From an optimization exercise on the open Yosys and OpenROAD flow, aimed at small area; shortcuts taken in it are not production practice. Function was checked by simulation only, so behaviour that the tests miss may differ from the original. Power figures rest on the tool's default switching activity, not on a simulated workload.

[flow/run.sh]
#!/bin/bash
# Own flow: the standard layout (standard.sh, all steps), except that the
# port buffers that global placement inserts (one per input and output port,
# as in the standard flow) are the library's smallest buffer, buf_1.
set -e
export BUFFER_PORTS_ARGS="-buffer_cell sky130_fd_sc_hd__buf_1"
bash standard.sh > standard.log 2>&1
[standard.sh]
#!/bin/bash
# synth_recipe.tcl (not shown) runs the flow's synth.tcl, then flattens the netlist and writes it again
# the make line also repeats each setting of config.mk as NAME=value (left out here)
make -C /OpenROAD-flow-scripts/flow DESIGN_CONFIG=/design/flow/config.mk WORK_HOME=/design/flow/orfs CLKGATE_MAP_FILE= SYNTH_SCRIPT=/design/flow/synth_recipe.tcl "${@:-finish}"
[config.mk]
export PLATFORM = sky130hd
export DESIGN_NAME = fir
export DESIGN_NICKNAME = fir
export VERILOG_FILES = /design/flow/design.v
export SDC_FILE = /design/flow/constraint.sdc
export NUM_CORES = 4
export LEC_CHECK = 0
export CAP_MARGIN = 20
export CORE_MARGIN = 2
export CORE_UTILIZATION = 78
export CTS_BUF_LIST = sky130_fd_sc_hd__clkbuf_8
export CTS_CLUSTER_DIAMETER = 150
export CTS_CLUSTER_SIZE = 16
export SLEW_MARGIN = 20
export SYNTH_HIERARCHICAL = 1
export SYNTH_MINIMUM_KEEP_SIZE = 0
[constraint.sdc]
create_clock -name core_clock -period 6.0 [get_ports {clk}]
set_input_delay 1.2000 -clock core_clock [delete_from_list [all_inputs] [get_ports {clk}]]
set_output_delay 1.2000 -clock core_clock [all_outputs]
set_load 0.01 [all_outputs]
[design.v]
module fix_mult (s0, s1, s2, s3, z0, z1, z2, z3, a, b, c);
output c;          
input  [15:0] s0, s1, s2, s3;
input  z0, z1, z2, z3;
output [25:0] a;
output [25:0] b;
wire [15:0] ns0 = ~s0;
wire nz0 = ~z0;
wire [15:0] ns1 = ~s1;
wire nz1 = ~z1;
wire [15:0] ns2 = ~s2;
wire nz2 = ~z2;
wire [15:0] ns3 = ~s3;
wire nz3 = ~z3;
wire qs0p = ~s0[15] | z0;    
wire qs1p = ~s1[15] | z1;    
wire qs1n = s1[15] & ~z1;    
wire qs2p = ~s2[15] | z2;    
wire qs3p = ~s3[15] | z3;    
wire qs3n = s3[15] & ~z3;    
wire w0, w1;
fa u1 (.a(s0[2]), .b(s0[0]), .c(ns1[0]), .s(w0), .co(w1));
wire w2, w3;
fa u2 (.a(ns3[0]), .b(w0), .c(s2[2]), .s(w2), .co(w3));
wire w4 = s0[3] ^ s0[1];
wire w5 = s0[3] | s0[1];
wire w6, w7;
fa u3 (.a(w1), .b(ns1[1]), .c(ns3[1]), .s(w6), .co(w7));
wire w8 = ~w4;
wire w9, w10;
fa u4 (.a(w8), .b(s2[3]), .c(w3), .s(w9), .co(w10));
wire w11, w12;
fa u5 (.a(s0[4]), .b(s0[2]), .c(w5), .s(w11), .co(w12));
wire w13, w14;
fa u6 (.a(w11), .b(ns1[2]), .c(ns3[2]), .s(w13), .co(w14));
wire w15, w16;
fa u7 (.a(s2[4]), .b(w7), .c(w13), .s(w15), .co(w16));
wire w17 = s0[5] ^ s0[3];
wire w18 = s0[5] | s0[3];
wire w19 = ~w17;
wire w20, w21;
fa u8 (.a(ns3[0]), .b(w19), .c(w12), .s(w20), .co(w21));
wire w22, w23;
fa u9 (.a(w20), .b(ns1[3]), .c(ns3[3]), .s(w22), .co(w23));
wire w24, w25;
fa u10 (.a(s2[5]), .b(w14), .c(w22), .s(w24), .co(w25));
wire w26, w27;
fa u11 (.a(s0[6]), .b(s0[4]), .c(w18), .s(w26), .co(w27));
wire w28, w29;
fa u12 (.a(s1[0]), .b(w26), .c(ns3[1]), .s(w28), .co(w29));
wire w30, w31;
fa u13 (.a(w21), .b(ns1[4]), .c(ns3[4]), .s(w30), .co(w31));
wire w32, w33;
fa u14 (.a(s2[6]), .b(w28), .c(w23), .s(w32), .co(w33));
wire w34, w35;
fa u15 (.a(w30), .b(w25), .c(w32), .s(w34), .co(w35));
wire w36, w37;
fa u16 (.a(s0[7]), .b(s0[5]), .c(w27), .s(w36), .co(w37));
wire w38, w39;
fa u17 (.a(s1[1]), .b(ns3[2]), .c(w36), .s(w38), .co(w39));
wire w40, w41;
fa u18 (.a(w29), .b(ns1[5]), .c(ns3[5]), .s(w40), .co(w41));
wire w42, w43;
fa u19 (.a(s2[7]), .b(w38), .c(w31), .s(w42), .co(w43));
wire w44, w45;
fa u20 (.a(w40), .b(w33), .c(w42), .s(w44), .co(w45));
wire w46, w47;
fa u21 (.a(s0[8]), .b(s0[6]), .c(s2[0]), .s(w46), .co(w47));
wire w48, w49;
fa u22 (.a(w46), .b(s1[2]), .c(w37), .s(w48), .co(w49));
wire w50, w51;
fa u23 (.a(ns3[3]), .b(ns1[6]), .c(ns3[6]), .s(w50), .co(w51));
wire w52, w53;
fa u24 (.a(w39), .b(w48), .c(s2[8]), .s(w52), .co(w53));
wire w54, w55;
fa u25 (.a(w41), .b(w50), .c(w43), .s(w54), .co(w55));
wire w56, w57;
fa u26 (.a(w52), .b(w45), .c(w54), .s(w56), .co(w57));
wire w58, w59;
fa u27 (.a(s0[9]), .b(s0[7]), .c(s3[0]), .s(w58), .co(w59));
wire w60, w61;
fa u28 (.a(w47), .b(w58), .c(s2[1]), .s(w60), .co(w61));
wire w62, w63;
fa u29 (.a(s1[3]), .b(ns3[4]), .c(w60), .s(w62), .co(w63));
wire w64, w65;
fa u30 (.a(w49), .b(ns1[7]), .c(ns3[7]), .s(w64), .co(w65));
wire w66, w67;
fa u31 (.a(s2[9]), .b(w62), .c(w51), .s(w66), .co(w67));
wire w68, w69;
fa u32 (.a(w53), .b(w64), .c(w66), .s(w68), .co(w69));
wire w70, w71;
fa u33 (.a(w55), .b(w68), .c(w57), .s(w70), .co(w71));
wire w72, w73;
fa u34 (.a(s0[10]), .b(s0[8]), .c(w59), .s(w72), .co(w73));
wire w74, w75;
fa u35 (.a(s3[1]), .b(s2[2]), .c(s1[4]), .s(w74), .co(w75));
wire w76, w77;
fa u36 (.a(w72), .b(w61), .c(ns3[5]), .s(w76), .co(w77));
wire w78, w79;
fa u37 (.a(w74), .b(ns1[8]), .c(ns3[8]), .s(w78), .co(w79));
wire w80, w81;
fa u38 (.a(w63), .b(s2[10]), .c(w76), .s(w80), .co(w81));
wire w82, w83;
fa u39 (.a(w65), .b(w78), .c(w67), .s(w82), .co(w83));
wire w84, w85;
fa u40 (.a(w80), .b(w69), .c(w82), .s(w84), .co(w85));
wire w86, w87;
fa u41 (.a(s0[11]), .b(s0[9]), .c(s3[2]), .s(w86), .co(w87));
wire w88, w89;
fa u42 (.a(s2[3]), .b(w73), .c(s1[5]), .s(w88), .co(w89));
wire w90, w91;
fa u43 (.a(w86), .b(ns3[6]), .c(w75), .s(w90), .co(w91));
wire w92, w93;
fa u44 (.a(w88), .b(w77), .c(ns1[9]), .s(w92), .co(w93));
wire w94, w95;
fa u45 (.a(ns3[9]), .b(s2[11]), .c(w90), .s(w94), .co(w95));
wire w96, w97;
fa u46 (.a(w79), .b(w81), .c(w92), .s(w96), .co(w97));
wire w98, w99;
fa u47 (.a(w94), .b(w83), .c(w96), .s(w98), .co(w99));
wire w100, w101;
fa u48 (.a(s0[12]), .b(s0[10]), .c(s3[3]), .s(w100), .co(w101));
wire w102, w103;
fa u49 (.a(s2[4]), .b(w87), .c(s1[6]), .s(w102), .co(w103));
wire w104, w105;
fa u50 (.a(w100), .b(ns3[7]), .c(w89), .s(w104), .co(w105));
wire w106, w107;
fa u51 (.a(w102), .b(ns1[10]), .c(ns3[10]), .s(w106), .co(w107));
wire w108, w109;
fa u52 (.a(w91), .b(s2[12]), .c(w104), .s(w108), .co(w109));
wire w110, w111;
fa u53 (.a(w93), .b(w106), .c(w95), .s(w110), .co(w111));
wire w112, w113;
fa u54 (.a(w108), .b(w97), .c(w110), .s(w112), .co(w113));
wire w114, w115;
fa u55 (.a(s0[13]), .b(s0[11]), .c(s3[4]), .s(w114), .co(w115));
wire w116, w117;
fa u56 (.a(s2[5]), .b(w101), .c(s1[7]), .s(w116), .co(w117));
wire w118, w119;
fa u57 (.a(w114), .b(ns3[8]), .c(w103), .s(w118), .co(w119));
wire w120, w121;
fa u58 (.a(w116), .b(s2[13]), .c(ns1[11]), .s(w120), .co(w121));
wire w122, w123;
fa u59 (.a(ns3[11]), .b(w105), .c(w118), .s(w122), .co(w123));
wire w124, w125;
fa u60 (.a(w107), .b(w120), .c(w109), .s(w124), .co(w125));
wire w126, w127;
fa u61 (.a(w122), .b(w111), .c(w124), .s(w126), .co(w127));
wire w128, w129;
fa u62 (.a(s0[14]), .b(s0[12]), .c(s3[5]), .s(w128), .co(w129));
wire w130, w131;
fa u63 (.a(s2[6]), .b(w115), .c(s1[8]), .s(w130), .co(w131));
wire w132, w133;
fa u64 (.a(w128), .b(ns3[9]), .c(w117), .s(w132), .co(w133));
wire w134, w135;
fa u65 (.a(s2[14]), .b(w130), .c(ns1[12]), .s(w134), .co(w135));
wire w136, w137;
fa u66 (.a(ns3[12]), .b(w119), .c(w132), .s(w136), .co(w137));
wire w138, w139;
fa u67 (.a(w121), .b(w134), .c(w123), .s(w138), .co(w139));
wire w140, w141;
fa u68 (.a(w136), .b(w125), .c(w138), .s(w140), .co(w141));
wire w142, w143;
fa u69 (.a(s0[13]), .b(qs0p), .c(s3[6]), .s(w142), .co(w143));
wire w144, w145;
fa u70 (.a(s2[7]), .b(w129), .c(s1[9]), .s(w144), .co(w145));
wire w146, w147;
fa u71 (.a(w142), .b(ns3[10]), .c(w131), .s(w146), .co(w147));
wire w148, w149;
fa u72 (.a(ns1[13]), .b(ns3[13]), .c(w144), .s(w148), .co(w149));
wire w150, w151;
fa u73 (.a(w133), .b(w146), .c(w135), .s(w150), .co(w151));
wire w152, w153;
fa u74 (.a(w148), .b(w137), .c(w150), .s(w152), .co(w153));
wire w154, w155;
fa u75 (.a(w139), .b(qs2p), .c(w152), .s(w154), .co(w155));
wire w156 = s0[14] ^ s3[7];
wire w157 = s0[14] | s3[7];
wire w158, w159;
fa u76 (.a(s2[8]), .b(w143), .c(s1[10]), .s(w158), .co(w159));
wire w160, w161;
fa u77 (.a(ns3[11]), .b(ns1[14]), .c(ns3[14]), .s(w160), .co(w161));
wire w162 = ~w156;
wire w163, w164;
fa u78 (.a(w162), .b(w145), .c(w158), .s(w163), .co(w164));
wire w165, w166;
fa u79 (.a(w147), .b(w160), .c(w149), .s(w165), .co(w166));
wire w167, w168;
fa u80 (.a(w163), .b(w151), .c(w165), .s(w167), .co(w168));
wire w169, w170;
fa u81 (.a(w153), .b(w167), .c(w155), .s(w169), .co(w170));
wire w171, w172;
fa u82 (.a(qs0p), .b(s3[8]), .c(s2[9]), .s(w171), .co(w172));
wire w173, w174;
fa u83 (.a(w157), .b(s1[11]), .c(ns3[12]), .s(w173), .co(w174));
wire w175, w176;
fa u84 (.a(w171), .b(w159), .c(w161), .s(w175), .co(w176));
wire w177, w178;
fa u85 (.a(w173), .b(w164), .c(w175), .s(w177), .co(w178));
wire w179, w180;
fa u86 (.a(w166), .b(qs1n), .c(qs3n), .s(w179), .co(w180));
wire w181, w182;
fa u87 (.a(w177), .b(w168), .c(w179), .s(w181), .co(w182));
wire w183, w184;
fa u88 (.a(s3[9]), .b(s2[10]), .c(s1[12]), .s(w183), .co(w184));
wire w185, w186;
fa u89 (.a(ns3[13]), .b(w172), .c(w183), .s(w185), .co(w186));
wire w187, w188;
fa u90 (.a(w174), .b(w176), .c(w185), .s(w187), .co(w188));
wire w189, w190;
fa u91 (.a(w178), .b(w187), .c(w180), .s(w189), .co(w190));
wire w191 = s3[10] ^ s2[11];
wire w192 = s3[10] | s2[11];
wire w193, w194;
fa u92 (.a(s1[13]), .b(ns3[14]), .c(w184), .s(w193), .co(w194));
wire w195 = ~w191;
wire w196, w197;
fa u93 (.a(w195), .b(w186), .c(w193), .s(w196), .co(w197));
wire w198, w199;
fa u94 (.a(w188), .b(w196), .c(w190), .s(w198), .co(w199));
wire w200, w201;
fa u95 (.a(s3[11]), .b(s1[14]), .c(s2[12]), .s(w200), .co(w201));
wire w202, w203;
fa u96 (.a(w192), .b(w200), .c(w194), .s(w202), .co(w203));
wire w204, w205;
fa u97 (.a(w197), .b(w202), .c(qs3n), .s(w204), .co(w205));
wire w206, w207;
fa u98 (.a(s2[13]), .b(s3[12]), .c(w201), .s(w206), .co(w207));
wire w208, w209;
fa u99 (.a(w206), .b(w203), .c(qs1p), .s(w208), .co(w209));
wire w210 = s2[14] ^ s3[13];
wire w211 = s2[14] | s3[13];
wire w212 = ~w210;
wire w213, w214;
fa u100 (.a(w212), .b(w207), .c(w209), .s(w213), .co(w214));
wire w215, w216;
fa u101 (.a(s3[14]), .b(w211), .c(qs2p), .s(w215), .co(w216));
wire cp0_p0 = s0[0] ^ s2[0];
wire cp0_g0 = s0[0] & s2[0];
wire cp0_p1 = s0[1] ^ s2[1];
wire cp0_g1 = s0[1] & s2[1];
wire cp0_p2 = w2 ^ 1'b0;
wire cp0_g2 = w2 & 1'b0;
wire cp0_p3 = w6 ^ w9;
wire cp0_g3 = w6 & w9;
wire cp0_p4 = w10 ^ w15;
wire cp0_g4 = w10 & w15;
wire cp0_p5 = w16 ^ w24;
wire cp0_g5 = w16 & w24;
wire cp0_p6 = w34 ^ 1'b0;
wire cp0_g6 = w34 & 1'b0;
wire cp0_p7 = w35 ^ w44;
wire cp0_g7 = w35 & w44;
wire cp0_p8 = w56 ^ 1'b0;
wire cp0_g8 = w56 & 1'b0;
wire cp0_p9 = w70 ^ 1'b0;
wire cp0_g9 = w70 & 1'b0;
wire cp0_p10 = w71 ^ w84;
wire cp0_g10 = w71 & w84;
wire cp0_p11 = w85 ^ w98;
wire cp0_g11 = w85 & w98;
wire cp0_p12 = w99 ^ w112;
wire cp0_g12 = w99 & w112;
wire cp0_p13 = w113 ^ w126;
wire cp0_g13 = w113 & w126;
wire cp0_p14 = w127 ^ w140;
wire cp0_g14 = w127 & w140;
wire cp0_G1 = cp0_g1 | (cp0_p1 & cp0_g0);
wire cp0_G2 = cp0_g3 | (cp0_p3 & cp0_g2);
wire cp0_P2 = cp0_p3 & cp0_p2;
wire cp0_G3 = cp0_g5 | (cp0_p5 & cp0_g4);
wire cp0_P3 = cp0_p5 & cp0_p4;
wire cp0_G4 = cp0_g7 | (cp0_p7 & cp0_g6);
wire cp0_P4 = cp0_p7 & cp0_p6;
wire cp0_G5 = cp0_g9 | (cp0_p9 & cp0_g8);
wire cp0_P5 = cp0_p9 & cp0_p8;
wire cp0_G6 = cp0_g11 | (cp0_p11 & cp0_g10);
wire cp0_P6 = cp0_p11 & cp0_p10;
wire cp0_G7 = cp0_g13 | (cp0_p13 & cp0_g12);
wire cp0_P7 = cp0_p13 & cp0_p12;
wire cp0_G8 = cp0_G2 | (cp0_P2 & cp0_G1);
wire cp0_G9 = cp0_G4 | (cp0_P4 & cp0_G3);
wire cp0_P9 = cp0_P4 & cp0_P3;
wire cp0_G10 = cp0_G6 | (cp0_P6 & cp0_G5);
wire cp0_P10 = cp0_P6 & cp0_P5;
wire cp0_G11 = cp0_G9 | (cp0_P9 & cp0_G8);
wire cp0_G12 = cp0_G10 | (cp0_P10 & cp0_G11);
wire cp0_G13 = cp0_G3 | (cp0_P3 & cp0_G8);
wire cp0_G14 = cp0_G5 | (cp0_P5 & cp0_G11);
wire cp0_G15 = cp0_G7 | (cp0_P7 & cp0_G12);
wire cp0_fs2, cp0_G16;
fa cp0_f2 (.a(w2), .b(1'b0), .c(cp0_G1), .s(cp0_fs2), .co(cp0_G16));
wire cp0_fs4, cp0_G17;
fa cp0_f4 (.a(w10), .b(w15), .c(cp0_G8), .s(cp0_fs4), .co(cp0_G17));
wire cp0_fs6, cp0_G18;
fa cp0_f6 (.a(w34), .b(1'b0), .c(cp0_G13), .s(cp0_fs6), .co(cp0_G18));
wire cp0_fs8, cp0_G19;
fa cp0_f8 (.a(w56), .b(1'b0), .c(cp0_G11), .s(cp0_fs8), .co(cp0_G19));
wire cp0_fs10, cp0_G20;
fa cp0_f10 (.a(w71), .b(w84), .c(cp0_G14), .s(cp0_fs10), .co(cp0_G20));
wire cp0_fs12, cp0_G21;
fa cp0_f12 (.a(w99), .b(w112), .c(cp0_G12), .s(cp0_fs12), .co(cp0_G21));
wire cp0_fs14, cp0_G22;
fa cp0_f14 (.a(w127), .b(w140), .c(cp0_G15), .s(cp0_fs14), .co(cp0_G22));
wire [14:0] cp0 = {cp0_fs14, cp0_p13 ^ cp0_G21, cp0_fs12, cp0_p11 ^ cp0_G20, cp0_fs10, cp0_p9 ^ cp0_G19, cp0_fs8, cp0_p7 ^ cp0_G18, cp0_fs6, cp0_p5 ^ cp0_G17, cp0_fs4, cp0_p3 ^ cp0_G16, cp0_fs2, cp0_p1 ^ cp0_g0, cp0_p0};
wire cp0_co = cp0_G22;
assign a = {1'b1, qs3p, w214, w213, w205, w199, w198, w182, w170, w169, w141, cp0[14], cp0[13], cp0[12], cp0[11], cp0[10], cp0[9], cp0[8], cp0[7], cp0[6], cp0[5], cp0[4], cp0[3], cp0[2], cp0[1], cp0[0]};
assign b = {1'b0, w216, w215, 1'b0, w208, w204, 1'b0, w189, w181, 1'b0, w154, 1'b0, 1'b0, 1'b0, 1'b0, 1'b0, 1'b0, 1'b0, 1'b0, 1'b0, 1'b0, 1'b0, 1'b0, 1'b0, 1'b0, 1'b0};
assign c = cp0_co;
endmodule
module fa (a, b, c, s, co);
input  a, b, c;
output s, co;
assign s  = a ^ b ^ c;
assign co = (a & b) | (a & c) | (b & c);
endmodule
module fir(
	out,
	x,
	clk,
	rest
	);
output [34:0] out;
input         rest;
input  [15:0] x;
input         clk;
reg  [15:0] r0, r1, r2, r3, r4, r5, r6, r7, r8, r9, r10, r11, r12, r13;
reg  [15:0] p;
reg  [2:0]  n;           
reg         z;           
reg  [2:0]  q;           
reg  [24:0] ra;
reg  [6:0] rb;
reg         rc;
wire [25:0] l = {1'b1, ra[24], ra[23], ra[22], ra[21], ra[20], ra[19], ra[18], ra[17], ra[16], ra[15], ra[14], ra[13], ra[12], ra[11], ra[10], ra[9], ra[8], ra[7], ra[6], ra[5], ra[4], ra[3], ra[2], ra[1], ra[0]}
              + {1'b0, rb[6], rb[5], 1'b0, rb[4], rb[3], 1'b0, rb[2], rb[1], 1'b0, rb[0], 1'b0, 1'b0, 1'b0, 1'b0, 1'b0, 1'b0, 1'b0, 1'b0, 1'b0, 1'b0, 1'b0, 1'b0, 1'b0, 1'b0, 1'b0}
              + {rc, 15'd0};
wire [3:0] hi = {4{l[25]}} - {1'b0, q};
assign out = {hi, {4{l[25]}}, l, 1'b0} & {35{~z}};
wire [15:0] d7  = (rest && n == 3'd7) ? r6 : 16'd0;
wire [15:0] d14 = rest ? ~r13 : 16'd0;
wire t1n_x0 = r8[0] ^ r13[0];
wire t1n_s0 = t1n_x0 ^ 1'b1;
wire t1n_g0 = (r8[0] & r13[0]) | (t1n_x0 & 1'b1);
wire t1n_p0 = 1'b0;
wire t1n_p1 = r8[1] ^ r13[1];
wire t1n_g1 = r8[1] & r13[1];
wire t1n_p2 = r8[2] ^ r13[2];
wire t1n_g2 = r8[2] & r13[2];
wire t1n_p3 = r8[3] ^ r13[3];
wire t1n_g3 = r8[3] & r13[3];
wire t1n_p4 = r8[4] ^ r13[4];
wire t1n_g4 = r8[4] & r13[4];
wire t1n_p5 = r8[5] ^ r13[5];
wire t1n_g5 = r8[5] & r13[5];
wire t1n_p6 = r8[6] ^ r13[6];
wire t1n_g6 = r8[6] & r13[6];
wire t1n_p7 = r8[7] ^ r13[7];
wire t1n_g7 = r8[7] & r13[7];
wire t1n_p8 = r8[8] ^ r13[8];
wire t1n_g8 = r8[8] & r13[8];
wire t1n_p9 = r8[9] ^ r13[9];
wire t1n_g9 = r8[9] & r13[9];
wire t1n_p10 = r8[10] ^ r13[10];
wire t1n_g10 = r8[10] & r13[10];
wire t1n_p11 = r8[11] ^ r13[11];
wire t1n_g11 = r8[11] & r13[11];
wire t1n_p12 = r8[12] ^ r13[12];
wire t1n_g12 = r8[12] & r13[12];
wire t1n_p13 = r8[13] ^ r13[13];
wire t1n_g13 = r8[13] & r13[13];
wire t1n_p14 = r8[14] ^ r13[14];
wire t1n_g14 = r8[14] & r13[14];
wire t1n_p15 = r8[15] ^ r13[15];
wire t1n_g15 = r8[15] & r13[15];
wire t1n_G1 = t1n_g1 | (t1n_p1 & t1n_g0);
wire t1n_G2 = t1n_g3 | (t1n_p3 & t1n_g2);
wire t1n_P2 = t1n_p3 & t1n_p2;
wire t1n_G3 = t1n_g5 | (t1n_p5 & t1n_g4);
wire t1n_P3 = t1n_p5 & t1n_p4;
wire t1n_G4 = t1n_g7 | (t1n_p7 & t1n_g6);
wire t1n_P4 = t1n_p7 & t1n_p6;
wire t1n_G5 = t1n_g9 | (t1n_p9 & t1n_g8);
wire t1n_P5 = t1n_p9 & t1n_p8;
wire t1n_G6 = t1n_g11 | (t1n_p11 & t1n_g10);
wire t1n_P6 = t1n_p11 & t1n_p10;
wire t1n_G7 = t1n_g13 | (t1n_p13 & t1n_g12);
wire t1n_P7 = t1n_p13 & t1n_p12;
wire t1n_G8 = t1n_g15 | (t1n_p15 & t1n_g14);
wire t1n_P8 = t1n_p15 & t1n_p14;
wire t1n_G9 = t1n_G2 | (t1n_P2 & t1n_G1);
wire t1n_G10 = t1n_G4 | (t1n_P4 & t1n_G3);
wire t1n_P10 = t1n_P4 & t1n_P3;
wire t1n_G11 = t1n_G6 | (t1n_P6 & t1n_G5);
wire t1n_P11 = t1n_P6 & t1n_P5;
wire t1n_G12 = t1n_G8 | (t1n_P8 & t1n_G7);
wire t1n_P12 = t1n_P8 & t1n_P7;
wire t1n_G13 = t1n_G10 | (t1n_P10 & t1n_G9);
wire t1n_G14 = t1n_G12 | (t1n_P12 & t1n_G11);
wire t1n_P14 = t1n_P12 & t1n_P11;
wire t1n_G15 = t1n_G14 | (t1n_P14 & t1n_G13);
wire t1n_G16 = t1n_G11 | (t1n_P11 & t1n_G13);
wire t1n_G17 = t1n_G3 | (t1n_P3 & t1n_G9);
wire t1n_G18 = t1n_G5 | (t1n_P5 & t1n_G13);
wire t1n_G19 = t1n_G7 | (t1n_P7 & t1n_G16);
wire t1n_fs2, t1n_G20;
fa t1n_f2 (.a(r8[2]), .b(r13[2]), .c(t1n_G1), .s(t1n_fs2), .co(t1n_G20));
wire t1n_fs4, t1n_G21;
fa t1n_f4 (.a(r8[4]), .b(r13[4]), .c(t1n_G9), .s(t1n_fs4), .co(t1n_G21));
wire t1n_fs6, t1n_G22;
fa t1n_f6 (.a(r8[6]), .b(r13[6]), .c(t1n_G17), .s(t1n_fs6), .co(t1n_G22));
wire t1n_fs8, t1n_G23;
fa t1n_f8 (.a(r8[8]), .b(r13[8]), .c(t1n_G13), .s(t1n_fs8), .co(t1n_G23));
wire t1n_fs10, t1n_G24;
fa t1n_f10 (.a(r8[10]), .b(r13[10]), .c(t1n_G18), .s(t1n_fs10), .co(t1n_G24));
wire t1n_fs12, t1n_G25;
fa t1n_f12 (.a(r8[12]), .b(r13[12]), .c(t1n_G16), .s(t1n_fs12), .co(t1n_G25));
wire t1n_fs14, t1n_G26;
fa t1n_f14 (.a(r8[14]), .b(r13[14]), .c(t1n_G19), .s(t1n_fs14), .co(t1n_G26));
wire [15:0] t1n = {t1n_p15 ^ t1n_G26, t1n_fs14, t1n_p13 ^ t1n_G25, t1n_fs12, t1n_p11 ^ t1n_G24, t1n_fs10, t1n_p9 ^ t1n_G23, t1n_fs8, t1n_p7 ^ t1n_G22, t1n_fs6, t1n_p5 ^ t1n_G21, t1n_fs4, t1n_p3 ^ t1n_G20, t1n_fs2, t1n_p1 ^ t1n_g0, t1n_s0};
wire t1n_co = t1n_G15;
wire t2_p0 = r9[0] ^ r12[0];
wire t2_g0 = r9[0] & r12[0];
wire t2_p1 = r9[1] ^ r12[1];
wire t2_g1 = r9[1] & r12[1];
wire t2_p2 = r9[2] ^ r12[2];
wire t2_g2 = r9[2] & r12[2];
wire t2_p3 = r9[3] ^ r12[3];
wire t2_g3 = r9[3] & r12[3];
wire t2_p4 = r9[4] ^ r12[4];
wire t2_g4 = r9[4] & r12[4];
wire t2_p5 = r9[5] ^ r12[5];
wire t2_g5 = r9[5] & r12[5];
wire t2_p6 = r9[6] ^ r12[6];
wire t2_g6 = r9[6] & r12[6];
wire t2_p7 = r9[7] ^ r12[7];
wire t2_g7 = r9[7] & r12[7];
wire t2_p8 = r9[8] ^ r12[8];
wire t2_g8 = r9[8] & r12[8];
wire t2_p9 = r9[9] ^ r12[9];
wire t2_g9 = r9[9] & r12[9];
wire t2_p10 = r9[10] ^ r12[10];
wire t2_g10 = r9[10] & r12[10];
wire t2_p11 = r9[11] ^ r12[11];
wire t2_g11 = r9[11] & r12[11];
wire t2_p12 = r9[12] ^ r12[12];
wire t2_g12 = r9[12] & r12[12];
wire t2_p13 = r9[13] ^ r12[13];
wire t2_g13 = r9[13] & r12[13];
wire t2_p14 = r9[14] ^ r12[14];
wire t2_g14 = r9[14] & r12[14];
wire t2_p15 = r9[15] ^ r12[15];
wire t2_g15 = r9[15] & r12[15];
wire t2_G1 = t2_g1 | (t2_p1 & t2_g0);
wire t2_G2 = t2_g3 | (t2_p3 & t2_g2);
wire t2_P2 = t2_p3 & t2_p2;
wire t2_G3 = t2_g5 | (t2_p5 & t2_g4);
wire t2_P3 = t2_p5 & t2_p4;
wire t2_G4 = t2_g7 | (t2_p7 & t2_g6);
wire t2_P4 = t2_p7 & t2_p6;
wire t2_G5 = t2_g9 | (t2_p9 & t2_g8);
wire t2_P5 = t2_p9 & t2_p8;
wire t2_G6 = t2_g11 | (t2_p11 & t2_g10);
wire t2_P6 = t2_p11 & t2_p10;
wire t2_G7 = t2_g13 | (t2_p13 & t2_g12);
wire t2_P7 = t2_p13 & t2_p12;
wire t2_G8 = t2_g15 | (t2_p15 & t2_g14);
wire t2_P8 = t2_p15 & t2_p14;
wire t2_G9 = t2_G2 | (t2_P2 & t2_G1);
wire t2_G10 = t2_G4 | (t2_P4 & t2_G3);
wire t2_P10 = t2_P4 & t2_P3;
wire t2_G11 = t2_G6 | (t2_P6 & t2_G5);
wire t2_P11 = t2_P6 & t2_P5;
wire t2_G12 = t2_G8 | (t2_P8 & t2_G7);
wire t2_P12 = t2_P8 & t2_P7;
wire t2_G13 = t2_G10 | (t2_P10 & t2_G9);
wire t2_G14 = t2_G12 | (t2_P12 & t2_G11);
wire t2_P14 = t2_P12 & t2_P11;
wire t2_G15 = t2_G14 | (t2_P14 & t2_G13);
wire t2_G16 = t2_G11 | (t2_P11 & t2_G13);
wire t2_G17 = t2_G3 | (t2_P3 & t2_G9);
wire t2_G18 = t2_G5 | (t2_P5 & t2_G13);
wire t2_G19 = t2_G7 | (t2_P7 & t2_G16);
wire t2_fs2, t2_G20;
fa t2_f2 (.a(r9[2]), .b(r12[2]), .c(t2_G1), .s(t2_fs2), .co(t2_G20));
wire t2_fs4, t2_G21;
fa t2_f4 (.a(r9[4]), .b(r12[4]), .c(t2_G9), .s(t2_fs4), .co(t2_G21));
wire t2_fs6, t2_G22;
fa t2_f6 (.a(r9[6]), .b(r12[6]), .c(t2_G17), .s(t2_fs6), .co(t2_G22));
wire t2_fs8, t2_G23;
fa t2_f8 (.a(r9[8]), .b(r12[8]), .c(t2_G13), .s(t2_fs8), .co(t2_G23));
wire t2_fs10, t2_G24;
fa t2_f10 (.a(r9[10]), .b(r12[10]), .c(t2_G18), .s(t2_fs10), .co(t2_G24));
wire t2_fs12, t2_G25;
fa t2_f12 (.a(r9[12]), .b(r12[12]), .c(t2_G16), .s(t2_fs12), .co(t2_G25));
wire t2_fs14, t2_G26;
fa t2_f14 (.a(r9[14]), .b(r12[14]), .c(t2_G19), .s(t2_fs14), .co(t2_G26));
wire [15:0] t2 = {t2_p15 ^ t2_G26, t2_fs14, t2_p13 ^ t2_G25, t2_fs12, t2_p11 ^ t2_G24, t2_fs10, t2_p9 ^ t2_G23, t2_fs8, t2_p7 ^ t2_G22, t2_fs6, t2_p5 ^ t2_G21, t2_fs4, t2_p3 ^ t2_G20, t2_fs2, t2_p1 ^ t2_g0, t2_p0};
wire t2_co = t2_G15;
wire t3n_x0 = r10[0] ^ r11[0];
wire t3n_s0 = t3n_x0 ^ 1'b1;
wire t3n_g0 = (r10[0] & r11[0]) | (t3n_x0 & 1'b1);
wire t3n_p0 = 1'b0;
wire t3n_p1 = r10[1] ^ r11[1];
wire t3n_g1 = r10[1] & r11[1];
wire t3n_p2 = r10[2] ^ r11[2];
wire t3n_g2 = r10[2] & r11[2];
wire t3n_p3 = r10[3] ^ r11[3];
wire t3n_g3 = r10[3] & r11[3];
wire t3n_p4 = r10[4] ^ r11[4];
wire t3n_g4 = r10[4] & r11[4];
wire t3n_p5 = r10[5] ^ r11[5];
wire t3n_g5 = r10[5] & r11[5];
wire t3n_p6 = r10[6] ^ r11[6];
wire t3n_g6 = r10[6] & r11[6];
wire t3n_p7 = r10[7] ^ r11[7];
wire t3n_g7 = r10[7] & r11[7];
wire t3n_p8 = r10[8] ^ r11[8];
wire t3n_g8 = r10[8] & r11[8];
wire t3n_p9 = r10[9] ^ r11[9];
wire t3n_g9 = r10[9] & r11[9];
wire t3n_p10 = r10[10] ^ r11[10];
wire t3n_g10 = r10[10] & r11[10];
wire t3n_p11 = r10[11] ^ r11[11];
wire t3n_g11 = r10[11] & r11[11];
wire t3n_p12 = r10[12] ^ r11[12];
wire t3n_g12 = r10[12] & r11[12];
wire t3n_p13 = r10[13] ^ r11[13];
wire t3n_g13 = r10[13] & r11[13];
wire t3n_p14 = r10[14] ^ r11[14];
wire t3n_g14 = r10[14] & r11[14];
wire t3n_p15 = r10[15] ^ r11[15];
wire t3n_g15 = r10[15] & r11[15];
wire t3n_G1 = t3n_g1 | (t3n_p1 & t3n_g0);
wire t3n_G2 = t3n_g3 | (t3n_p3 & t3n_g2);
wire t3n_P2 = t3n_p3 & t3n_p2;
wire t3n_G3 = t3n_g5 | (t3n_p5 & t3n_g4);
wire t3n_P3 = t3n_p5 & t3n_p4;
wire t3n_G4 = t3n_g7 | (t3n_p7 & t3n_g6);
wire t3n_P4 = t3n_p7 & t3n_p6;
wire t3n_G5 = t3n_g9 | (t3n_p9 & t3n_g8);
wire t3n_P5 = t3n_p9 & t3n_p8;
wire t3n_G6 = t3n_g11 | (t3n_p11 & t3n_g10);
wire t3n_P6 = t3n_p11 & t3n_p10;
wire t3n_G7 = t3n_g13 | (t3n_p13 & t3n_g12);
wire t3n_P7 = t3n_p13 & t3n_p12;
wire t3n_G8 = t3n_g15 | (t3n_p15 & t3n_g14);
wire t3n_P8 = t3n_p15 & t3n_p14;
wire t3n_G9 = t3n_G2 | (t3n_P2 & t3n_G1);
wire t3n_G10 = t3n_G4 | (t3n_P4 & t3n_G3);
wire t3n_P10 = t3n_P4 & t3n_P3;
wire t3n_G11 = t3n_G6 | (t3n_P6 & t3n_G5);
wire t3n_P11 = t3n_P6 & t3n_P5;
wire t3n_G12 = t3n_G8 | (t3n_P8 & t3n_G7);
wire t3n_P12 = t3n_P8 & t3n_P7;
wire t3n_G13 = t3n_G10 | (t3n_P10 & t3n_G9);
wire t3n_G14 = t3n_G12 | (t3n_P12 & t3n_G11);
wire t3n_P14 = t3n_P12 & t3n_P11;
wire t3n_G15 = t3n_G14 | (t3n_P14 & t3n_G13);
wire t3n_G16 = t3n_G11 | (t3n_P11 & t3n_G13);
wire t3n_G17 = t3n_G3 | (t3n_P3 & t3n_G9);
wire t3n_G18 = t3n_G5 | (t3n_P5 & t3n_G13);
wire t3n_G19 = t3n_G7 | (t3n_P7 & t3n_G16);
wire t3n_fs2, t3n_G20;
fa t3n_f2 (.a(r10[2]), .b(r11[2]), .c(t3n_G1), .s(t3n_fs2), .co(t3n_G20));
wire t3n_fs4, t3n_G21;
fa t3n_f4 (.a(r10[4]), .b(r11[4]), .c(t3n_G9), .s(t3n_fs4), .co(t3n_G21));
wire t3n_fs6, t3n_G22;
fa t3n_f6 (.a(r10[6]), .b(r11[6]), .c(t3n_G17), .s(t3n_fs6), .co(t3n_G22));
wire t3n_fs8, t3n_G23;
fa t3n_f8 (.a(r10[8]), .b(r11[8]), .c(t3n_G13), .s(t3n_fs8), .co(t3n_G23));
wire t3n_fs10, t3n_G24;
fa t3n_f10 (.a(r10[10]), .b(r11[10]), .c(t3n_G18), .s(t3n_fs10), .co(t3n_G24));
wire t3n_fs12, t3n_G25;
fa t3n_f12 (.a(r10[12]), .b(r11[12]), .c(t3n_G16), .s(t3n_fs12), .co(t3n_G25));
wire t3n_fs14, t3n_G26;
fa t3n_f14 (.a(r10[14]), .b(r11[14]), .c(t3n_G19), .s(t3n_fs14), .co(t3n_G26));
wire [15:0] t3n = {t3n_p15 ^ t3n_G26, t3n_fs14, t3n_p13 ^ t3n_G25, t3n_fs12, t3n_p11 ^ t3n_G24, t3n_fs10, t3n_p9 ^ t3n_G23, t3n_fs8, t3n_p7 ^ t3n_G22, t3n_fs6, t3n_p5 ^ t3n_G21, t3n_fs4, t3n_p3 ^ t3n_G20, t3n_fs2, t3n_p1 ^ t3n_g0, t3n_s0};
wire t3n_co = t3n_G15;
wire pn_p0 = d7[0] ^ d14[0];
wire pn_g0 = d7[0] & d14[0];
wire pn_p1 = d7[1] ^ d14[1];
wire pn_g1 = d7[1] & d14[1];
wire pn_p2 = d7[2] ^ d14[2];
wire pn_g2 = d7[2] & d14[2];
wire pn_p3 = d7[3] ^ d14[3];
wire pn_g3 = d7[3] & d14[3];
wire pn_p4 = d7[4] ^ d14[4];
wire pn_g4 = d7[4] & d14[4];
wire pn_p5 = d7[5] ^ d14[5];
wire pn_g5 = d7[5] & d14[5];
wire pn_p6 = d7[6] ^ d14[6];
wire pn_g6 = d7[6] & d14[6];
wire pn_p7 = d7[7] ^ d14[7];
wire pn_g7 = d7[7] & d14[7];
wire pn_p8 = d7[8] ^ d14[8];
wire pn_g8 = d7[8] & d14[8];
wire pn_p9 = d7[9] ^ d14[9];
wire pn_g9 = d7[9] & d14[9];
wire pn_p10 = d7[10] ^ d14[10];
wire pn_g10 = d7[10] & d14[10];
wire pn_p11 = d7[11] ^ d14[11];
wire pn_g11 = d7[11] & d14[11];
wire pn_p12 = d7[12] ^ d14[12];
wire pn_g12 = d7[12] & d14[12];
wire pn_p13 = d7[13] ^ d14[13];
wire pn_g13 = d7[13] & d14[13];
wire pn_p14 = d7[14] ^ d14[14];
wire pn_g14 = d7[14] & d14[14];
wire pn_p15 = d7[15] ^ d14[15];
wire pn_g15 = d7[15] & d14[15];
wire pn_G1 = pn_g1 | (pn_p1 & pn_g0);
wire pn_G2 = pn_g3 | (pn_p3 & pn_g2);
wire pn_P2 = pn_p3 & pn_p2;
wire pn_G3 = pn_g5 | (pn_p5 & pn_g4);
wire pn_P3 = pn_p5 & pn_p4;
wire pn_G4 = pn_g7 | (pn_p7 & pn_g6);
wire pn_P4 = pn_p7 & pn_p6;
wire pn_G5 = pn_g9 | (pn_p9 & pn_g8);
wire pn_P5 = pn_p9 & pn_p8;
wire pn_G6 = pn_g11 | (pn_p11 & pn_g10);
wire pn_P6 = pn_p11 & pn_p10;
wire pn_G7 = pn_g13 | (pn_p13 & pn_g12);
wire pn_P7 = pn_p13 & pn_p12;
wire pn_G8 = pn_g15 | (pn_p15 & pn_g14);
wire pn_P8 = pn_p15 & pn_p14;
wire pn_G9 = pn_G2 | (pn_P2 & pn_G1);
wire pn_G10 = pn_G4 | (pn_P4 & pn_G3);
wire pn_P10 = pn_P4 & pn_P3;
wire pn_G11 = pn_G6 | (pn_P6 & pn_G5);
wire pn_P11 = pn_P6 & pn_P5;
wire pn_G12 = pn_G8 | (pn_P8 & pn_G7);
wire pn_P12 = pn_P8 & pn_P7;
wire pn_G13 = pn_G10 | (pn_P10 & pn_G9);
wire pn_G14 = pn_G12 | (pn_P12 & pn_G11);
wire pn_P14 = pn_P12 & pn_P11;
wire pn_G15 = pn_G14 | (pn_P14 & pn_G13);
wire pn_G16 = pn_G11 | (pn_P11 & pn_G13);
wire pn_G17 = pn_G3 | (pn_P3 & pn_G9);
wire pn_G18 = pn_G5 | (pn_P5 & pn_G13);
wire pn_G19 = pn_G7 | (pn_P7 & pn_G16);
wire pn_fs2, pn_G20;
fa pn_f2 (.a(d7[2]), .b(d14[2]), .c(pn_G1), .s(pn_fs2), .co(pn_G20));
wire pn_fs4, pn_G21;
fa pn_f4 (.a(d7[4]), .b(d14[4]), .c(pn_G9), .s(pn_fs4), .co(pn_G21));
wire pn_fs6, pn_G22;
fa pn_f6 (.a(d7[6]), .b(d14[6]), .c(pn_G17), .s(pn_fs6), .co(pn_G22));
wire pn_fs8, pn_G23;
fa pn_f8 (.a(d7[8]), .b(d14[8]), .c(pn_G13), .s(pn_fs8), .co(pn_G23));
wire pn_fs10, pn_G24;
fa pn_f10 (.a(d7[10]), .b(d14[10]), .c(pn_G18), .s(pn_fs10), .co(pn_G24));
wire pn_fs12, pn_G25;
fa pn_f12 (.a(d7[12]), .b(d14[12]), .c(pn_G16), .s(pn_fs12), .co(pn_G25));
wire pn_fs14, pn_G26;
fa pn_f14 (.a(d7[14]), .b(d14[14]), .c(pn_G19), .s(pn_fs14), .co(pn_G26));
wire [15:0] pn = {pn_p15 ^ pn_G26, pn_fs14, pn_p13 ^ pn_G25, pn_fs12, pn_p11 ^ pn_G24, pn_fs10, pn_p9 ^ pn_G23, pn_fs8, pn_p7 ^ pn_G22, pn_fs6, pn_p5 ^ pn_G21, pn_fs4, pn_p3 ^ pn_G20, pn_fs2, pn_p1 ^ pn_g0, pn_p0};
wire pn_co = pn_G15;
wire [15:0] t1 = ~t1n;    
wire [15:0] t3 = ~t3n;    
wire z0 = p[15]  & ~|p[14:0];
wire z1 = t1[15] & ~|t1[14:0];
wire z2 = t2[15] & ~|t2[14:0];
wire z3 = t3[15] & ~|t3[14:0];
wire [2:0] qn = z0 + z1 + z2 + z3;
wire [25:0] an, bn;
wire cn;
fix_mult core (.s0(p), .s1(t1), .s2(t2), .s3(t3), .z0(z0), .z1(z1), .z2(z2), .z3(z3), .a(an), .b(bn), .c(cn));
always @(posedge clk) begin
	r0  <= x;
	r1  <= r0;
	r2  <= r1;
	r3  <= r2;
	r4  <= r3;
	r5  <= r4;
	r6  <= r5;
	r7  <= d7;
	r8  <= ~(rest ? r7  : 16'd0);
	r9  <= rest ? ~r8  : 16'd0;
	r10 <= ~(rest ? r9  : 16'd0);
	r11 <= ~(rest ? ~r10 : 16'd0);
	r12 <= rest ? ~r11 : 16'd0;
	r13 <= ~(rest ? r12 : 16'd0);
	p   <= pn;
	z   <= ~rest;
	q   <= qn;
	ra  <= {an[24], an[23], an[22], an[21], an[20], an[19], an[18], an[17], an[16], an[15], an[14], an[13], an[12], an[11], an[10], an[9], an[8], an[7], an[6], an[5], an[4], an[3], an[2], an[1], an[0]};
	rb  <= {bn[24], bn[23], bn[21], bn[20], bn[18], bn[17], bn[15]};
	rc  <= cn;
	if (!rest)
		n <= 3'd0;
	else if (n != 3'd7)
		n <= n + 3'd1;
end
endmodule
==> summary.md, run 1 <==
| Metric | Value |
|---|---|
| Status | timing/DRC/antenna clean |
| Synth-to-Final Area Change | 4.46% |
| Final worst path period share | 94.3% |
| CP Class | register to register |
| Rows | 46 |
| Clk slew on worst S/H paths | ~0.10 ns |
| Antenna violations before repair | 0 |
| Final GP Congestion | roughly 0.94 |
| Nets | ~1.3k |
| Vias in the first global route | about 7.6k |
| Core area | 0.0157 mm² |
| Port-buffer cells | 51 |
| Die height | between 100 and 150 µm |
| Worst Setup Slack, final | around 0.34 ns |
| Hold_buf cts | 0 |
| Post-Synthesis Cells | 1029 |
| Yosys warns | 7 |
| # DRC | 0 |
| Routed len/inst | around 19 µm |
| Avg Synthesized Cell Area | 12.1 µm² |
| CTS Root Cell | clkbuf_8 |
| Post-CTS setup buffers | 0 |
| VDD IR max | between 300 and 400 µV |
| Hold violation total from the final report | 0 |
| Num CTS Buffers | 21 |
| Worst-Skew Late Latency | approximately 0.53 ns |
| Element type at the critical path end | register |
| Number of detailed-route iterations in the first pass | 5 |
| Top-Level Pins | 53 |
| Worst Path Required | roughly 6.4 ns |
| CTS tree | done |
| Setup Slack @ Placement | between 0.3 and 0.4 ns |
| Relative slew slack | about half |
| Unrepaired setup endpoints after global routing | no |
| Startpoint types | register |
| GR Overflow Total | 0 |
| Share of layout cells above drive strength 1 | about 4.4% |
| Area of the mapped netlist | 0.0124 mm² |
| Fmax | 177 MHz |
| GRT Util Overall | approximately 30% |
| Worst-margin pin slew | ~0.75 ns |
| Crit path max fanout | 4 |
| Leading cell type in the layout, fill and taps excluded | dfxtp_1 |
| Setup violators final | 0 |
| Pins Over Slew Limit | 0 |
| Die Wd | 130 µm |
| Dpl hpwl | approximately 19000 µm |
| Initial core utilization | approximately four fifths |
| Min-Delay Path Class | register to register |
| Arr. time, crit path | roughly 6.1 ns |
| CTS Sinks | 280 |
| Clock Skew | about 0.035 ns |
| Leak | roughly 0.0058 µW |
| First-pass GRT wire length | slightly below 40000 µm |
| Largest net degree at the start of global routing | between 60 and 70 |
| Final antenna-violating net count | 0 |
| Setup TNS | 0 ns |
| Fillers | 849 |
| Most frequent cells in the layout | dfxtp_1 (280), fa_1 (144), inv_1 (97) |
| CTS-repair resized insts | 0 |
| Total power per unit cell area | ~240 mW/mm² |
| Clk buf depth | 3 |
| H-tree depth | 1 |
| Min cycle time layout | 5.66 ns |
| Via count | around 7.1k |
| Antenna diode instance count | 0 |
| WL final | 24200 µm |
| Vias/cell | approximately 5.5 |
| Max Cap Viol | 0 |
| 1st-iter DRT viols | approximately 430 |
| DIE AREA | 0.0170 mm² |
layer usage:
layer | track usage [%] | vias up | part of all wire, %
met4 | 8.48 | 0 | 2.3
met2 | 52.9 | 224 | 51
met1 | 38.5 | 3504 | 41
met5 | 0 | - | 0
met3 | 4.88 | 49 | 5.5
li1 | - | 3296 | -
layout make-up:
| class | count | area, µm² | share of cell area (%) |
|---|---|---|---|
| clock buffer | 21 | 289 | 2.23 |
| clock inverter | 1 | 8.76 | 0.0675 |
| inverter | 99 | 372 | 2.86 |
| multi-input combinational | 603 | 6160 | 47.5 |
| sequential | 280 | 5610 | 43.2 |
| tap | 216 | 270 | 2.08 |
| timing repair buffer | 61 | 275 | 2.12 |
worst max-delay path: stages, from the launching register on:
cell and delay (ns):
dfxtp_1 0.33, inv_1 0.06, ha_1 0.13, inv_1 0.04, fa_1 0.40, a21o_1 0.22, a41oi_1 0.30, o221ai_1 0.31
a31o_2 0.34, fa_1 0.37, xnor2_1 0.42, inv_1 0.11, fa_1 0.47, fa_1 0.54, fa_1 0.42, ha_1 0.32
nor2_1 0.06, a311oi_2 0.27, fa_1 0.44
through the flow:
step / hold WS (ns) / cell area, µm² / instances / utilization (%) / total power, µW
2_1_floorplan: 0.310 / 12400 / 1031 / - / 2230
3_3_place_gp: 0.311 / 12700 / 1258 / 80.6 / 2260
5_1_grt: 0.331 / 13000 / 1281 / 82.6 / 3240
3_5_place_dp: 0.312 / 12700 / 1258 / 80.6 / 2280
4_1_cts: 0.330 / 13000 / 1280 / 82.5 / 3130
6_report: 0.329 / 13000 / 1281 / 82.6 / 3110
power by group:
part           leakage, µW  switching (µW)  internal, µW  total [µW]
logic              0.00335             166           129         296
registers          0.00230            19.4          1920        1940
clock network     0.000156             550           319         869
worst paths after layout:
| kind | cells after the start | end | from | slack [ns] |
|---|---|---|---|---|
| max | 18 | ra[14]$_DFF_P_ | r8[0]$_DFF_P_ | 0.34 |
| min | 0 | r3[0]$_DFF_P_ | r2[0]$_DFF_P_ | 0.33 |
| max reg2reg | 18 | ra[14]$_DFF_P_ | r8[0]$_DFF_P_ | 0.34 |
| min reg2reg | 0 | r3[0]$_DFF_P_ | r2[0]$_DFF_P_ | 0.33 |
state kept, by name, indices dropped and copies added (netlist names):
signal / cells
n: 3
p: 16
q: 3
r0: 16
r1: 16
r10: 16
r11: 16
r12: 16
r13: 16
r2: 16
r3: 16
r4: 16
r5: 16
r6: 16
r7: 16
r8: 16
r9: 16
ra: 25
rb: 7
rc: 1
z: 1
==> inputs of run 2 (changes only) <==
--- a/config.mk
+++ b/config.mk
@@ -8,5 +8,5 @@
 export CAP_MARGIN = 20
 export CORE_MARGIN = 2
-export CORE_UTILIZATION = 78
+export CORE_UTILIZATION = 65
 export CTS_BUF_LIST = sky130_fd_sc_hd__clkbuf_8
 export CTS_CLUSTER_DIAMETER = 150
==> summary.md, run 2 <==
| Metric | Value |
|---|---|
| Port-buffer cells | 51 |
| Relative slew slack | between 50% and 60% |
| Fmax | 175 MHz |
| 1st-iter DRT viols | around 380 |
| Most frequent cells in the layout | dfxtp_1 (280), fa_1 (144), inv_1 (97) |
| Clk pwr share | 27.6% |
| VDD IR max | between 200 and 300 µV |
| Hold violation total from the final report | 0 |
| Post-CTS setup buffers | 0 |
| Vias in the first global route | 7215 |
| Setup TNS | 0 ns |
| Crit path max fanout | 4 |
| Vias/cell | 5.31 |
| Avg Synthesized Cell Area | between 10 and 15 µm² |
| GRT Util Overall | between 20% and 30% |
| Clock Skew | between 0.02 and 0.025 ns |
| Worst Setup Slack, final | between 0.2 and 0.3 ns |
| Arr. time, crit path | about 6.1 ns |
| CTS-repair resized insts | 0 |
| Area of the mapped netlist | ~0.012 mm² |
| Dpl cells | approximately 1.3k |
| Nets | about 1.3k |
| CP Class | register to register |
| Rows | 50 |
| Logic pwr share | 9.5% |
| CTS tree | done |
| Post-Synthesis Cells | 1029 |
| Leak | slightly below 0.006 µW |
| Min-Delay Path Class | register to register |
| H-tree depth | 1 |
| Setup violators final | 0 |
| Hold_buf cts | 0 |
| Number of detailed-route iterations in the first pass | 5 |
| Via count | 6885 |
| Routed len/inst | between 15 and 20 µm |
| CTS Root Cell | clkbuf_8 |
| Net Sw Power | roughly 710 µW |
| DIE AREA | between 0.02 and 0.025 mm² |
| Element type at the critical path end | register |
| Initial core utilization | about 66% |
| Final GP Congestion | 0.914 |
| Clk slew on worst S/H paths | 0.11 ns |
| Unrepaired setup endpoints after global routing | no |
| Final core occ | between 60% and 70% |
| Synth-to-Final Area Change | 4.46% |
| GR Overflow Total | 0 |
| Final worst path period share | ~95% |
| Yosys warns | 7 |
| Path depth of the worst reg2reg path | 18 |
| Worst-margin pin slew | between 0.7 and 0.8 ns |
| WL final | ~22000 µm |
| Pint | ~2400 µW |
| Sw Ratio | 23.0% |
| Num CTS Buffers | 21 |
| Total power per unit cell area | 237 mW/mm² |
| Antenna violations before repair | 0 |
| Max Cap Viol | 0 |
| Hold depth | 0 |
| First-pass GRT wire length | ~36000 µm |
| Final hold slack | about 0.32 ns |
| Max reg flops | 25 |
| Setup Slack @ Placement | ~0.29 ns |
| Startpoint types | register |
| Core area | ~0.019 mm² |
| CTS Sinks | 280 |
| Die height | between 100 and 150 µm |
| Sequential Power Share | between 60 and 70% |
| Clk buf depth | 3 |
| Leading cell type in the layout, fill and taps excluded | dfxtp_1 |
| Worst Path Required | ~6.4 ns |
| Status | timing/DRC/antenna clean |
| Fillers | ~1.4k |
| Largest net degree at the start of global routing | 70 |
| Min cycle time layout | around 5.7 ns |
| Top reg by flops | ra |
| Die Wd | between 100 and 150 µm |
| Top-Level Pins | 53 |
| Dpl hpwl | between 15000 and 20000 µm |
| Fin cells | ~1.3k |
| Share of layout cells above drive strength 1 | about 4.2% |
| Final antenna-violating net count | 0 |
| Pins Over Slew Limit | 0 |
| Antenna diode instance count | 0 |
| Worst-Skew Late Latency | roughly 0.53 ns |
| # DRC | 0 |
[run 2: cell type report]
class	instances	area [µm²]	area share, %
Tap cell	234	293	2.26
Inverter	99	372	2.86
Multi-Input combinational cell	603	6160	47.5
Timing Repair Buffer	59	253	1.95
Sequential cell	280	5610	43.2
Clock buffer	21	289	2.23
Clock inverter	1	8.76	0.0675
[run 2: path summary, 6_finish.rpt]
kind | start | to | slack, ns
setup reg to reg | r8[0]$_DFF_P_ | ra[14]$_DFF_P_ | 0.28
hold / removal | r3[0]$_DFF_P_ | r4[0]$_DFF_P_ | 0.32
setup / recovery | r8[0]$_DFF_P_ | ra[14]$_DFF_P_ | 0.28
hold reg to reg | r3[0]$_DFF_P_ | r4[0]$_DFF_P_ | 0.32
[run 2: metrics by stage]
stage / instance area, µm² / total power (µW)
floorplan: 12400 / 2230
global placement: 12700 / 2270
detailed placement: 12700 / 2280
CTS: 13000 / 3130
global route: 13000 / 3240
finish: 13000 / 3080
[run 2: routing by layer]
layer  global-route usage, %  part of all wire [%]
met1                    31.2                    45
met5                       0                     0
met4                    6.42                   2.2
met2                    38.8                    47
met3                    3.53                   5.2
[run 2: critical path: stages, from the launching register on]
cell and delay (ns):
dfxtp_1 0.32, inv_1 0.06, ha_1 0.14, inv_1 0.05, fa_1 0.41, a21o_1 0.21
a41oi_1 0.29, o221ai_1 0.31, a31o_2 0.34, fa_1 0.37, xnor2_1 0.48, inv_1 0.12
fa_1 0.48, fa_1 0.54, fa_1 0.42, ha_1 0.33, nor2_1 0.06, a311oi_2 0.26
fa_1 0.44
[run 2: power by group through the flow]
stage	clock (µW)	sequential, µW	combinational [µW]
after floorplan	0	1970	252
after global placement	0	1980	290
after detailed placement	0	1980	298
after CTS	890	1940	299
after global routing	957	1940	342
final	850	1940	293
==> inputs of run 3 (changes only) <==
--- a/design.v
+++ b/design.v
@@ -1,5 +1,6 @@
-module fix_mult (s0, s1, s2, s3, z0, z1, z2, z3, a, b, c);
+module fix_mult (s0, s1, s2, s3, ns1, ns3, z0, z1, z2, z3, a, b, c);
 output c;          
 input  [15:0] s0, s1, s2, s3;
+input  [15:0] ns1, ns3;    
 input  z0, z1, z2, z3;
 output [25:0] a;
@@ -7,9 +8,7 @@
 wire [15:0] ns0 = ~s0;
 wire nz0 = ~z0;
-wire [15:0] ns1 = ~s1;
 wire nz1 = ~z1;
 wire [15:0] ns2 = ~s2;
 wire nz2 = ~z2;
-wire [15:0] ns3 = ~s3;
 wire nz3 = ~z3;
 wire qs0p = ~s0[15] | z0;    
@@ -665,5 +664,5 @@
 wire [25:0] an, bn;
 wire cn;
-fix_mult core (.s0(p), .s1(t1), .s2(t2), .s3(t3), .z0(z0), .z1(z1), .z2(z2), .z3(z3), .a(an), .b(bn), .c(cn));
+fix_mult core (.s0(p), .s1(t1), .s2(t2), .s3(t3), .ns1(t1n), .ns3(t3n), .z0(z0), .z1(z1), .z2(z2), .z3(z3), .a(an), .b(bn), .c(cn));
 always @(posedge clk) begin
 	r0  <= x;
==> summary.md, run 3 <==
| Metric | Value |
|---|---|
| CP Class | register to register |
| Total power per unit cell area | between 200 and 250 mW/mm² |
| Worst hold start | r3[1]$_DFF_P_ |
| Worst Path Buf+Inv | 2 |
| H-tree depth | 1 |
| Vias/cell | between 5 and 6 |
| Area of the mapped netlist | ~0.012 mm² |
| Arr. time, crit path | 6.04 ns |
| Final worst path period share | between 90% and 100% |
| Dpl hpwl | between 15000 and 20000 µm |
| CTS tree | done |
| Status | timing/DRC/antenna clean |
| Top reg by flops | ra |
| Most frequent cells in the layout | dfxtp_1 (280), fa_1 (144), ha_1 (86) |
| GR Overflow Total | 0 |
| Leak | between 0.005 and 0.006 µW |
| Max reg flops | 25 |
| Vias in the first global route | 7074 |
| Startpoint types | register |
| Post-CTS setup buffers | 0 |
| Max Cap Viol | 0 |
| Worst-Skew Late Latency | around 0.53 ns |
| Synth-to-Final Area Change | 4.90% |
| 1st-iter DRT viols | around 280 |
| Antenna violations before repair | 0 |
| Fmax | between 150 and 200 MHz |
| Final antenna-violating net count | 0 |
| Core area | 0.0187 mm² |
| Worst-margin pin slew | between 0.7 and 0.8 ns |
| Min cycle time layout | roughly 5.6 ns |
| Worst Path Required | 6.42 ns |
| # DRC | 0 |
| Final hold slack | about 0.32 ns |
| Rows | 50 |
| Via count | 6797 |
| Antenna diode instance count | 0 |
| CTS-repair resized insts | 0 |
| Num CTS Buffers | 21 |
| Most common cell on crit path | fa_1 |
| Final GP Congestion | about 0.9 |
| CTS Sinks | between 200 and 300 |
| Top-Level Pins | between 50 and 60 |
| Fillers | 1412 |
| Dpl cells | between 1k and 1.5k |
| First-pass GRT wire length | 36200 µm |
| Die height | 142 µm |
| Crit Reg-Reg Startpoint | r8[0]$_DFF_P_ |
| Post-Synthesis Cells | just over 1k |
| WL final | between 20000 and 25000 µm |
| GRT Util Overall | 23.4% |
| Largest net degree at the start of global routing | 40 |
| CP cell instances | inv_1 -> ha_1 -> inv_1 -> fa_1 -> a21o_1 -> a41oi_1 -> o221ai_1 -> a31o_2 -> fa_1 -> xor2_1 -> fa_1 -> fa_1 -> fa_1 -> ha_1 -> or3_1 -> o21ai_0 -> a31oi_1 -> fa_1 |
| CTS Root Cell | clkbuf_8 |
| Pins Over Slew Limit | 0 |
| DIE AREA | 0.0202 mm² |
| Slowest library cell on the worst path | fa_1 |
| Largest stage delay, worst path | about 0.55 ns |
| Number of detailed-route iterations in the first pass | 4 |
| Hold_buf cts | 0 |
| Clk slew on worst S/H paths | about 0.1 ns |
| Share of layout cells above drive strength 1 | 4.92% |
| Avg Synthesized Cell Area | 12.2 µm² |
| Crit path max fanout | 4 |
| Unrepaired setup endpoints after global routing | no |
| Die Wd | between 100 and 150 µm |
| Nets | ~1.3k |
| Initial core utilization | roughly two thirds |
| VDD IR max | between 200 and 300 µV |
| Routed len/inst | about 17 µm |
| Yosys warns | 7 |
| Crit path launch | r8[0]$_DFF_P_ |
| Leading cell type in the layout, fill and taps excluded | dfxtp_1 |
| Relative slew slack | between 50% and 60% |
| Hold violation total from the final report | 0 |
| Clock Skew | 0.0282 ns |
| Clk buf depth | 3 |
| Setup violators final | 0 |
| Final core occ | a little over two thirds |
| Cell family with most CP delay | adder cells |
| Fin cells | 1290 |
| Element type at the critical path end | register |
| Setup TNS | 0 ns |
| Min-Delay Path Class | register to register |
| Port-buffer cells | 51 |
-- run 3: cell type report --
cell class	instances	area, µm²	share of cell area [%]
multi-input cells	602	6150	47.4
inverters	86	323	2.49
well taps	234	293	2.26
clock buffers	21	289	2.23
clock inverters	1	8.76	0.0675
repair buffers	66	305	2.35
flip-flops and latches	280	5610	43.2
-- run 3: metrics by stage --
stage	cell area [µm²]	setup slack [ns]	power, µW
2_1_floorplan	12400	0.667	2220
3_3_place_gp	12700	0.486	2270
3_5_place_dp	12700	0.377	2280
4_1_cts	13000	0.388	3130
5_1_grt	13000	0.0701	3230
6_report	13000	0.378	3080
-- run 3: final timing paths --
path | to | slack, ns | depth (start not counted)
max reg2reg | ra[14]$_DFF_P_ | 0.38 | 18
min reg2reg | r4[1]$_DFF_P_ | 0.32 | 0
min | r4[1]$_DFF_P_ | 0.32 | 0
max | ra[14]$_DFF_P_ | 0.38 | 18
-- run 3: worst register-to-register path: cells and delay by family, from the launching register on --
kind	cells	cell delay [ns]
fa+ha+maj	8	3.04
flops	1	0.32
compound gates	6	1.33
xor+xnor	1	0.40
simple gates	1	0.33
buf+inv	2	0.09
-- run 3: metal layers --
layer | wire length (µm) | track usage, % | vias up
li1 | - | - | 3272
met3 | 838 | 2.73 | 39
met1 | 10200 | 32.2 | 3349
met2 | 10900 | 40.1 | 137
met4 | 514 | 5.89 | 0
met5 | 0 | 0 | -
-- run 3: power breakdown --
part | internal, µW | switching, µW | total, µW
Combinational | 128 | 163 | 291
Clock | 319 | 534 | 853
Sequential | 1920 | 16.2 | 1940

afterwards: timing with drivers on the ports:
In the flow no input, the clock included, has a driving cell. The finished layouts below were timed again as built, in two steps.
Step 1 (the two cells are an assumption about what drives the block):
set clk [get_ports {clk}]
set_driving_cell -lib_cell sky130_fd_sc_hd__clkbuf_16 $clk
set_driving_cell -lib_cell sky130_fd_sc_hd__buf_2 [delete_from_list [all_inputs] $clk]
Step 2 moves the port delays by t, midway between the first and last clock arrival at a register: inputs arrive t later, outputs are due t later. That takes back most of the time a late clock gives input paths.
a / b / c = no drivers / after step 1 / after step 2; a / b = the first two.
run	t (ns)	setup WS [ns]	worst setup path at the end	clock arrival spread, ns	cell pins on the clock port's net
run 1	0.558	0.343 / 0.343 / 0.343	register to register	0.040 / 0.040	1
run 2	0.552	0.282 / 0.282 / 0.282	register to register	0.029 / 0.029	1
run 3	0.552	0.378 / 0.378 / 0.378	register to register	0.029 / 0.030	1
After both steps every run listed still meets setup and hold.
